Background: an optimization exercise with open tools, aiming at small area and a short achievable clock period. Do not read the settings as production practice. Function was checked by simulation only, so behaviour that the tests miss may differ from the original. Power is estimated from default activity; no workload was simulated.

==> run A <==
==> flow/design.v <==
`timescale 1ns / 1ps
module Riscv(
    input         clk,
    input         rst,
    output [31:0] imem_addr,
    input  [31:0] imem_rdata,
    output [31:0] dmem_addr,
    output        dmem_re,
    output        dmem_we,
    output [31:0] dmem_wdata,
    input  [31:0] dmem_rdata,
    output        wb_we,
    output [4:0]  wb_rd,
    output [31:0] wb_data
);
reg  [31:1] fa;             
reg  [31:20] ir_hi;         
reg  [11:7]  ir_rd;         
reg  [31:0]  v1r, v2r;      
reg          a_fw, a_rf;    
reg          y_fw, y_rf, y_im;   
reg          c_l, c_s, c_b, c_bz, c_we, c_fw;    
reg          c_sub, c_sgn, s_sum, s_lt, s_and, s_or, s_sl, s_sr;
reg  [31:0]  xr;            
reg  [31:0]  br;            
reg          ex_ld, ex_st, ex_tk, ex_we;
reg  [4:0]   ex_rd;
reg  [31:0]  wb;
reg          wb_v;
reg  [4:0]   wb_a;
reg  [32*32-1:32] rf;       
wire kill = rst | ex_tk;
wire [31:0] f = imem_rdata;
wire [4:0]  f_op  = f[6:2];
wire [2:0]  f_f3  = f[14:12];
wire [4:0]  f_rs1 = f[19:15];
wire [4:0]  f_rs2 = f[24:20];
wire f_r = (f_op == 5'b01100);
wire f_i = (f_op == 5'b00100);
wire f_l = (f_op == 5'b00000);
wire f_s = (f_op == 5'b01000);
wire f_b = (f_op == 5'b11000);
wire [4:0] n_rd = kill ? 5'd31 : ir_rd;
wire       n_fw = !kill && c_fw;
wire       n_ld = !kill && c_l;
wire m1 = f_r && !n_ld && (n_rd == f_rs1);
wire m2 = f_r && !n_ld && (n_rd == f_rs2);
wire hit1 = wb_v && (wb_a == f_rs1) && (f_rs1 != 5'd0);
wire hit2 = wb_v && (wb_a == f_rs2) && (f_rs2 != 5'd0);
reg [31:0] rd1, rd2;
integer k;
always @(*) begin
    rd1 = {32{hit1}} & wb;
    rd2 = {32{hit2}} & wb;
    for (k = 1; k < 32; k = k + 1) begin
        rd1 = rd1 | ({32{!hit1 && f_rs1 == k}} & rf[32*k +: 32]);
        rd2 = rd2 | ({32{!hit2 && f_rs2 == k}} & rf[32*k +: 32]);
    end
end
always @(posedge clk) begin
    v1r   <= rd1;
    v2r   <= rd2;
    a_fw  <= m1 && n_fw;
    a_rf  <= !m1;
    y_fw  <= m2 && n_fw;
    y_rf  <= f_r && !m2;
    y_im  <= !f_r;
    ir_hi <= f[31:20];
    ir_rd <= rst ? 5'd31 : f[11:7];
    c_l   <= !rst && f_l;
    c_s   <= !rst && f_s;
    c_b   <= !rst && f_b;
    c_we  <= !rst && (f_r || f_i || f_l);
    c_fw  <= !rst && (f_r || f_i || f_s);
    c_bz  <= (f_f3 == 3'b000);
    c_sub <= f_r && ((f_f3 == 3'b000 && f[30]) || f_f3 == 3'b010) || f_i && f_f3 == 3'b010;
    c_sgn <= f_i;
    s_sum <= (f_r || f_i) && f_f3 == 3'b000 || f_l && (f_f3 == 3'b000 || f_f3 == 3'b010)
             || f_s && f_f3 == 3'b010;
    s_lt  <= (f_r || f_i) && f_f3 == 3'b010;
    s_and <= f_r && f_f3 == 3'b111;
    s_or  <= f_r && f_f3 == 3'b110;
    s_sl  <= f_r && f_f3 == 3'b001;
    s_sr  <= f_r && f_f3 == 3'b101;
    fa    <= rst ? 31'd0 : next_fa;
end
wire [31:0] imm_i = {{20{ir_hi[31]}}, ir_hi[31:20]};
wire [31:0] imm_s = {{20{ir_hi[31]}}, ir_hi[31:25], ir_rd};
wire [31:0] imm_b = {{20{ir_hi[31]}}, ir_rd[7], ir_hi[30:25], ir_rd[11:8], 1'b0};
wire [31:0] imm   = c_s ? imm_s : imm_i;
wire [31:0] a = ({32{a_fw}} & xr) | ({32{a_rf}} & v1r);
wire [31:0] y = ({32{y_fw}} & xr) | ({32{y_rf}} & v2r) | ({32{y_im}} & imm);
wire [31:0] sum = a + (y ^ {32{c_sub}}) + {31'd0, c_sub};
wire        lt  = (a[31] != y[31]) ? (c_sgn ? a[31] : y[31]) : sum[31];
wire        big = |y[31:5];
wire [31:0] a_rev;
genvar g;
generate for (g = 0; g < 32; g = g + 1) begin : rev_a
    assign a_rev[g] = a[31-g];
end endgenerate
wire [31:0] sh_in = s_sl ? a_rev : a;
wire [31:0] sh    = sh_in >> y[4:0];
wire [31:0] sh_rev;
generate for (g = 0; g < 32; g = g + 1) begin : rev_s
    assign sh_rev[g] = sh[31-g];
end endgenerate
wire [31:0] res = ({32{s_sum}} & sum)
                | {31'd0, s_lt & lt}
                | ({32{s_and}} & (a & y))
                | ({32{s_or}}  & (a | y))
                | ({32{s_sl && !big}} & sh_rev)
                | ({32{s_sr && !big}} & sh);
wire        tk_now = !kill && c_b && (v1r == v2r);
wire [31:1] tgt    = c_bz ? (fa + imm_b[31:1]) : 31'd0;
wire [31:1] next_fa = tk_now ? tgt : fa + 31'd2;
always @(posedge clk) begin
    xr    <= res;
    br    <= v2r;
    ex_ld <= !kill && c_l;
    ex_st <= !kill && c_s;
    ex_tk <= tk_now;
    ex_we <= !kill && c_we;
    ex_rd <= ir_rd;
end
assign imem_addr  = {fa, 1'b0};
assign dmem_addr  = xr;
assign dmem_re    = ex_ld;
assign dmem_we    = ex_st;
assign dmem_wdata = br;
always @(posedge clk) begin
    wb   <= ex_ld ? dmem_rdata : xr;
    wb_v <= !rst && ex_we;
    wb_a <= ex_rd;
end
genvar r;
generate for (r = 1; r < 32; r = r + 1) begin : regs
    always @(posedge clk)
        if (wb_v && wb_a == r)
            rf[32*r +: 32] <= wb;
end endgenerate
assign wb_we   = wb_v;
assign wb_rd   = wb_a;
assign wb_data = wb;
endmodule
==> flow/run.sh <==
#!/bin/bash
# synth_recipe.tcl (not shown) runs the flow's synth.tcl, then flattens the netlist and writes it again
# the make line also repeats each setting of config.mk as NAME=value (left out here)
make -C /OpenROAD-flow-scripts/flow DESIGN_CONFIG=/design/flow/config.mk WORK_HOME=/design/flow/orfs CLKGATE_MAP_FILE= SYNTH_SCRIPT=/design/flow/synth_recipe.tcl finish
==> flow/config.mk <==
export PLATFORM = sky130hd
export DESIGN_NAME = Riscv
export DESIGN_NICKNAME = Riscv
export VERILOG_FILES = /design/flow/design.v
export SDC_FILE = /design/flow/constraint.sdc
export NUM_CORES = 4
export LEC_CHECK = 0
export CAP_MARGIN = 20
export CORE_MARGIN = 2
export CORE_UTILIZATION = 40
export SLEW_MARGIN = 20
==> flow/constraint.sdc <==
create_clock -name core_clock -period 8.0 [get_ports {clk}]
set_input_delay 1.6000 -clock core_clock [delete_from_list [all_inputs] [get_ports {clk}]]
set_output_delay 1.6000 -clock core_clock [all_outputs]
set_load 0.01 [all_outputs]
==> run H: changes against run A <==
--- a/flow/design.v
+++ b/flow/design.v
@@ -1 +1,26 @@
+`timescale 1ns / 1ps
+module add32(a, b, ci, s);
+    input  [31:0] a, b;
+    input         ci;
+    output [31:0] s;
+    wire [31:0] p = a ^ b;
+    wire [31:0] g0 = a & b;
+    wire [31:0] gl [0:5];
+    wire [31:0] pl [0:5];
+    assign gl[0] = {g0[31:1], g0[0] | (p[0] & ci)};
+    assign pl[0] = p;
+    genvar l, i;
+    generate for (l = 0; l < 5; l = l + 1) begin : lvl
+        for (i = 0; i < 32; i = i + 1) begin : bit_
+            if (i >= (1 << l)) begin : op
+                assign gl[l+1][i] = gl[l][i] | (pl[l][i] & gl[l][i - (1 << l)]);
+                assign pl[l+1][i] = pl[l][i] & pl[l][i - (1 << l)];
+            end else begin : pass
+                assign gl[l+1][i] = gl[l][i];
+                assign pl[l+1][i] = pl[l][i];
+            end
+        end
+    end endgenerate
+    assign s = p ^ {gl[5][30:0], ci};
+endmodule
 `timescale 1ns / 1ps
@@ -16,7 +41,7 @@
 reg  [31:1] fa;             
-reg  [31:20] ir_hi;         
+reg  [31:25] ir_hi;         
 reg  [11:7]  ir_rd;         
-reg  [31:0]  v1r, v2r;      
-reg          a_fw, a_rf;    
-reg          y_fw, y_rf, y_im;   
+reg  [31:0]  ar;            
+reg  [31:0]  yr;            
+reg  [31:0]  v2r;           
 reg          c_l, c_s, c_b, c_bz, c_we, c_fw;    
@@ -32,2 +57,3 @@
 wire kill = rst | ex_tk;
+wire [31:0] res;
 wire [31:0] f = imem_rdata;
@@ -42,2 +68,3 @@
 wire f_b = (f_op == 5'b11000);
+wire f_sub = f_r && ((f_f3 == 3'b000 && f[30]) || f_f3 == 3'b010) || f_i && f_f3 == 3'b010;
 wire [4:0] n_rd = kill ? 5'd31 : ir_rd;
@@ -52,18 +79,24 @@
 always @(*) begin
-    rd1 = {32{hit1}} & wb;
-    rd2 = {32{hit2}} & wb;
+    rd1 = 32'd0;
+    rd2 = 32'd0;
     for (k = 1; k < 32; k = k + 1) begin
-        rd1 = rd1 | ({32{!hit1 && f_rs1 == k}} & rf[32*k +: 32]);
-        rd2 = rd2 | ({32{!hit2 && f_rs2 == k}} & rf[32*k +: 32]);
+        rd1 = rd1 | ({32{f_rs1 == k}} & rf[32*k +: 32]);
+        rd2 = rd2 | ({32{f_rs2 == k}} & rf[32*k +: 32]);
     end
 end
+wire [31:0] v1 = hit1 ? wb : rd1;
+wire [31:0] v2 = hit2 ? wb : rd2;
+wire [31:0] f_imm = {{20{f[31]}}, f[31:25], f_s ? f[11:7] : f[24:20]};
+wire a_res = m1 && n_fw;
+wire a_reg = !m1;
+wire y_res = m2 && n_fw;
+wire y_reg = f_r && !m2;
+wire y_imm = !f_r;
+wire [31:0] a_nx = ({32{a_res}} & res) | ({32{a_reg}} & v1);
+wire [31:0] y_nx = ({32{y_res}} & res) | ({32{y_reg}} & v2) | ({32{y_imm}} & f_imm);
 always @(posedge clk) begin
-    v1r   <= rd1;
-    v2r   <= rd2;
-    a_fw  <= m1 && n_fw;
-    a_rf  <= !m1;
-    y_fw  <= m2 && n_fw;
-    y_rf  <= f_r && !m2;
-    y_im  <= !f_r;
-    ir_hi <= f[31:20];
+    ar    <= a_nx;
+    yr    <= y_nx ^ {32{f_sub}};
+    v2r   <= v2;
+    ir_hi <= f[31:25];
     ir_rd <= rst ? 5'd31 : f[11:7];
@@ -75,3 +108,3 @@
     c_bz  <= (f_f3 == 3'b000);
-    c_sub <= f_r && ((f_f3 == 3'b000 && f[30]) || f_f3 == 3'b010) || f_i && f_f3 == 3'b010;
+    c_sub <= f_sub;
     c_sgn <= f_i;
@@ -86,10 +119,9 @@
 end
-wire [31:0] imm_i = {{20{ir_hi[31]}}, ir_hi[31:20]};
-wire [31:0] imm_s = {{20{ir_hi[31]}}, ir_hi[31:25], ir_rd};
 wire [31:0] imm_b = {{20{ir_hi[31]}}, ir_rd[7], ir_hi[30:25], ir_rd[11:8], 1'b0};
-wire [31:0] imm   = c_s ? imm_s : imm_i;
-wire [31:0] a = ({32{a_fw}} & xr) | ({32{a_rf}} & v1r);
-wire [31:0] y = ({32{y_fw}} & xr) | ({32{y_rf}} & v2r) | ({32{y_im}} & imm);
-wire [31:0] sum = a + (y ^ {32{c_sub}}) + {31'd0, c_sub};
-wire        lt  = (a[31] != y[31]) ? (c_sgn ? a[31] : y[31]) : sum[31];
+wire [31:0] a = ar;
+wire [31:0] y = yr;         
+wire [31:0] sum;
+add32 alu_add(.a(a), .b(y), .ci(c_sub), .s(sum));
+wire        y31 = y[31] ^ c_sub;
+wire        lt  = (a[31] != y31) ? (c_sgn ? a[31] : y31) : sum[31];
 wire        big = |y[31:5];
@@ -106,9 +138,9 @@
 end endgenerate
-wire [31:0] res = ({32{s_sum}} & sum)
-                | {31'd0, s_lt & lt}
-                | ({32{s_and}} & (a & y))
-                | ({32{s_or}}  & (a | y))
-                | ({32{s_sl && !big}} & sh_rev)
-                | ({32{s_sr && !big}} & sh);
-wire        tk_now = !kill && c_b && (v1r == v2r);
+assign res = ({32{s_sum}} & sum)
+           | {31'd0, s_lt & lt}
+           | ({32{s_and}} & (a & y))
+           | ({32{s_or}}  & (a | y))
+           | ({32{s_sl && !big}} & sh_rev)
+           | ({32{s_sr && !big}} & sh);
+wire        tk_now = !kill && c_b && (ar == v2r);
 wire [31:1] tgt    = c_bz ? (fa + imm_b[31:1]) : 31'd0;
- SETUP_SLACK_MARGIN: default -> 5
- TNS_END_PERCENT: default -> 0
==> results.txt <==
metric                                                                 run H       run A
Outcome                                     no timing/DRC/antenna violations  no timing/DRC/antenna violations
Flip-flop and latch power                                            7210 uW     7100 uW
Total power consumption of the routed design                        15200 uW    14800 uW
Total clock buffers created by CTS                                       132         133
Period Utilization, post-route                                         45.3%       71.4%
Relative area of clock buffers and inverters in the final design       6.10%       6.75%
Highest cell delay on the worst timing path                          0.52 ns     1.06 ns
Starting DRC count in detailed routing                                 12276        8873
Placement-stage cell area                                         0.0628 mm2  0.0611 mm2
Hpwl dp                                                            162000 um   152000 um
Depth of the most critical reg-to-reg path                                 8          13
Area added between synthesis and finish                                23.5%       16.8%
Post-CTS Setup Bufs                                                      133           0
Non-Filler Instances                                                    7037        6536
Tap Count                                                               1890        1876
Overall track demand over capacity in global routing                   37.8%       33.5%
Final design area excluding fillers                               0.0708 mm2  0.0655 mm2
Fmax achieved                                                      0.276 GHz   0.175 GHz
Synthesized flop and latch total                                        1256        1234
Critical path fanouts, max                                                18          23
Worst supply voltage drop on vdd                                  0.000245 V  0.000230 V
Post-route minimum period                                            3.62 ns     5.71 ns
Seq. cell area                                                    0.0351 mm2  0.0346 mm2
Normalized max-slew margin                                             17.1%       17.7%
Multiplexer area fraction after synthesis                              2.71%       2.61%

[static timing again, ports no longer ideal]
No port has a modelled driver above. Below, the same layouts with a new extraction and two added sets of constraints. Step 1: set_driving_cell puts a clkbuf_16 on clk and a buf_2 on each other input, an assumption about the parent block. Step 2 moves the port delays by t, midway between the first and last clock arrival at a register: inputs arrive t later, outputs are due t later. That takes back most of the time a late clock gives input paths. a / b / c = no drivers / after step 1 / after step 2; a / b = the first two.
| run | shift t [ns] | setup WS [ns] | clock arrival spread, ns | worst slew at a driven data input, ns |
|---|---|---|---|---|
| run A | 0.853 | 2.287 / 2.276 / 1.423 | 0.060 / 0.060 | 0.10 |
| run H | 0.872 | 4.376 / 4.378 / 3.506 | 0.036 / 0.036 | 0.08 |
After both steps setup and hold are still met in every run listed. For run H, which loses most, drivers alone change the setup slack by +0.002 ns; drivers and shift together by -0.870 ns.
